Context: an optimization exercise on an open-source flow, tuned for small area. The choices shown serve that exercise and are no tape-out recipe.
Where RTL was checked, it was by simulation tests only, not by an equivalence proof against the original.
No activity file was given, so power comes from the tool's default toggle rates.

v6:
// alu
module alu #(
    parameter INT_W  = 3,
    parameter FRAC_W = 5,
    parameter INST_W = 3,
    parameter DATA_W = INT_W + FRAC_W
)(
    input                     i_clk,
    input                     i_rst_n,
    input                     i_valid,
    input signed [DATA_W-1:0] i_data_a,
    input signed [DATA_W-1:0] i_data_b,
    input        [INST_W-1:0] i_inst,
    output                    o_valid,
    output signed      [DATA_W-1:0] o_data
);
clock: 7.0 ns
lec_check: 0
cap_margin: 20
core_margin: 2
core_utilization: 40
cts_buf_list: sky130_fd_sc_hd__clkbuf_2
gpl_timing_driven: 0
slew_margin: 20
synth_hierarchical: 1
run.sh (not shown) runs the stock make flow with config.mk's settings and CLKGATE_MAP_FILE= SYNTH_SCRIPT=/design/flow/synth_recipe.tcl, a recipe that flattens the netlist after the stock synthesis.
v6 went all the way through the flow, and no timing, DRC or antenna check failed.
Input changes introduced in v7 (baseline for comparison: v6):
Settings: a deleted CTS_BUF_LIST that had been sky130_fd_sc_hd__clkbuf_2.
[summary]
Comparing v7 against v6, there is no change at all in placed instance area. From v6 to v7, area of the mapped netlist did not move at all. Comparing v6 and v7, the lower final period utilization is on v7. Delta (v7 minus v6): clock-pin slew of the registers on the worst-case setup and hold paths dropped 0.06 ns, global-route met3 utilization climbed 0.25 points, share of the final layout cell area in multi-input gates dropped 0.55 points.
No functional check of the RTL was part of any run of this note.

alu, a different RTL version from the one above (not shown whole).
Size: ~9 flip-flops, ~31 I/O pins, roughly 3000 um^2 of cells after synthesis.
==> flow/config.mk <==
export PLATFORM = sky130hd
export DESIGN_NAME = alu
export DESIGN_NICKNAME = alu
export VERILOG_FILES = /design/flow/design.v
export SDC_FILE = /design/flow/constraint.sdc
export NUM_CORES = 4
export LEC_CHECK = 0
export CAP_MARGIN = 20
export CORE_MARGIN = 2
export CORE_UTILIZATION = 40
export GPL_TIMING_DRIVEN = 0
export SLEW_MARGIN = 20
export SYNTH_HIERARCHICAL = 1
==> flow/constraint.sdc <==
create_clock -name core_clock -period 7.0 [get_ports {i_clk}]
set_input_delay 1.4000 -clock core_clock [delete_from_list [all_inputs] [get_ports {i_clk}]]
set_output_delay 1.4000 -clock core_clock [all_outputs]
set_load 0.01 [all_outputs]
Edit:
--- a/flow/config.mk
+++ b/flow/config.mk
@@ -11 +10,0 @@
-export GPL_TIMING_DRIVEN = 0
Outcome: The new run went through all stages and came out clean; combinational power went up by 9.2%; critical path depth went down by 1; setup slack loses 20 ps; cell area went up by 1.5%; non-clock buffer count went up by 13; power went up by 7.7%.
No functional check of the RTL was part of any run of this note.

Setup of main:
Another version of the RTL of alu (not shown whole).
Size in the first run: roughly 320 cells after synthesis, roughly 0.0030 sq mm of cells after synthesis.
clock: 7.0 ns
lec_check: 0
cap_margin: 20
core_margin: 2
core_utilization: 40
cts_buf_list: sky130_fd_sc_hd__clkbuf_2
gpl_timing_driven: 0
slew_margin: 20
synth_hierarchical: 1
Relative to main, the following input files were edited for the feature branch:
==> flow/flow/run.sh (new file) <==
#!/bin/bash
# Own layout flow: the standard ORFS flow (standard.sh, which runs the
# standard synthesis unchanged), with three ORFS settings changed:
#   - port buffers are the smallest buffer cell (every port still gets one),
#   - the buffers ABC adds during synthesis are removed at floorplan,
#   - non-critical cells are downsized after global routing (ORFS's
#     power-recovery step).
# The make output goes to flow_make.log; ORFS writes each step's log under
# orfs/logs/.
set -euo pipefail
export BUFFER_PORTS_ARGS="-buffer_cell sky130_fd_sc_hd__buf_1"
export REMOVE_ABC_BUFFERS=1
export RECOVER_POWER=100
bash standard.sh > flow_make.log 2>&1
==> flow/standard.sh (new file) <==
#!/bin/bash
# synth_recipe.tcl (not shown) runs the flow's synth.tcl, then flattens the netlist and writes it again
# the make line also repeats each setting of config.mk as NAME=value (left out here)
make -C /OpenROAD-flow-scripts/flow DESIGN_CONFIG=/design/flow/config.mk WORK_HOME=/design/flow/orfs CLKGATE_MAP_FILE= SYNTH_SCRIPT=/design/flow/synth_recipe.tcl "${@:-finish}"
removed: flow/run.sh
==> comparison <==
Higher global routing met1 resource utilization goes to the feature branch over main.
Total die area came out exactly the same in main and the feature branch.
In the feature branch the switching share of total power turned out 0.76 points higher than in main.
Relative to main, the power density relative to cell area measured on the feature branch has increased by a few percent.
The feature branch vs. main: TritonCTS buffer count closely matched the old numbers, count of input and output buffers increased by 10 relative to the old numbers, final area decreased by about 9% relative to the old numbers.

-- port drivers added, routing unchanged --
In the flow no input, the clock included, has a driving cell. The finished layouts below were timed again as built, in two steps.
Step 1, drivers: a clkbuf_16 drives i_clk and a buf_2 each remaining input, both assumed.
Step 2, shift: input delay + t, output delay - t, t = (earliest + latest rising clock arrival at the registers) / 2. This alone moves slack from input paths to output paths.
Slacks: ideal / step 1 / step 2; pairs: ideal / step 1.
run | t (ns) | slack for setup (ns) | worst slew at a driven data input, ns | pins driven straight from the clock port
v6 | 0.258 | 0.160 / 0.155 / -0.103 | 0.04 | 1
v7 | 0.252 | 0.207 / 0.205 / -0.047 | 0.04 | 1
the first run of note 2 | 0.253 | 0.284 / 0.285 / 0.032 | 0.04 | 1
the second run of note 2 | 0.248 | 0.264 / 0.265 / 0.017 | 0.05 | 1
main | 0.249 | 0.248 / 0.239 / -0.010 | 0.06 | 1
the feature branch | 0.255 | 0.391 / 0.384 / 0.130 | 0.03 | 1
Met with ideal ports but missed after step 2: setup timing in v6, v7 and main. The setup slack of v6, which loses most, moves by -0.005 ns with the drivers and by -0.263 ns with both steps.
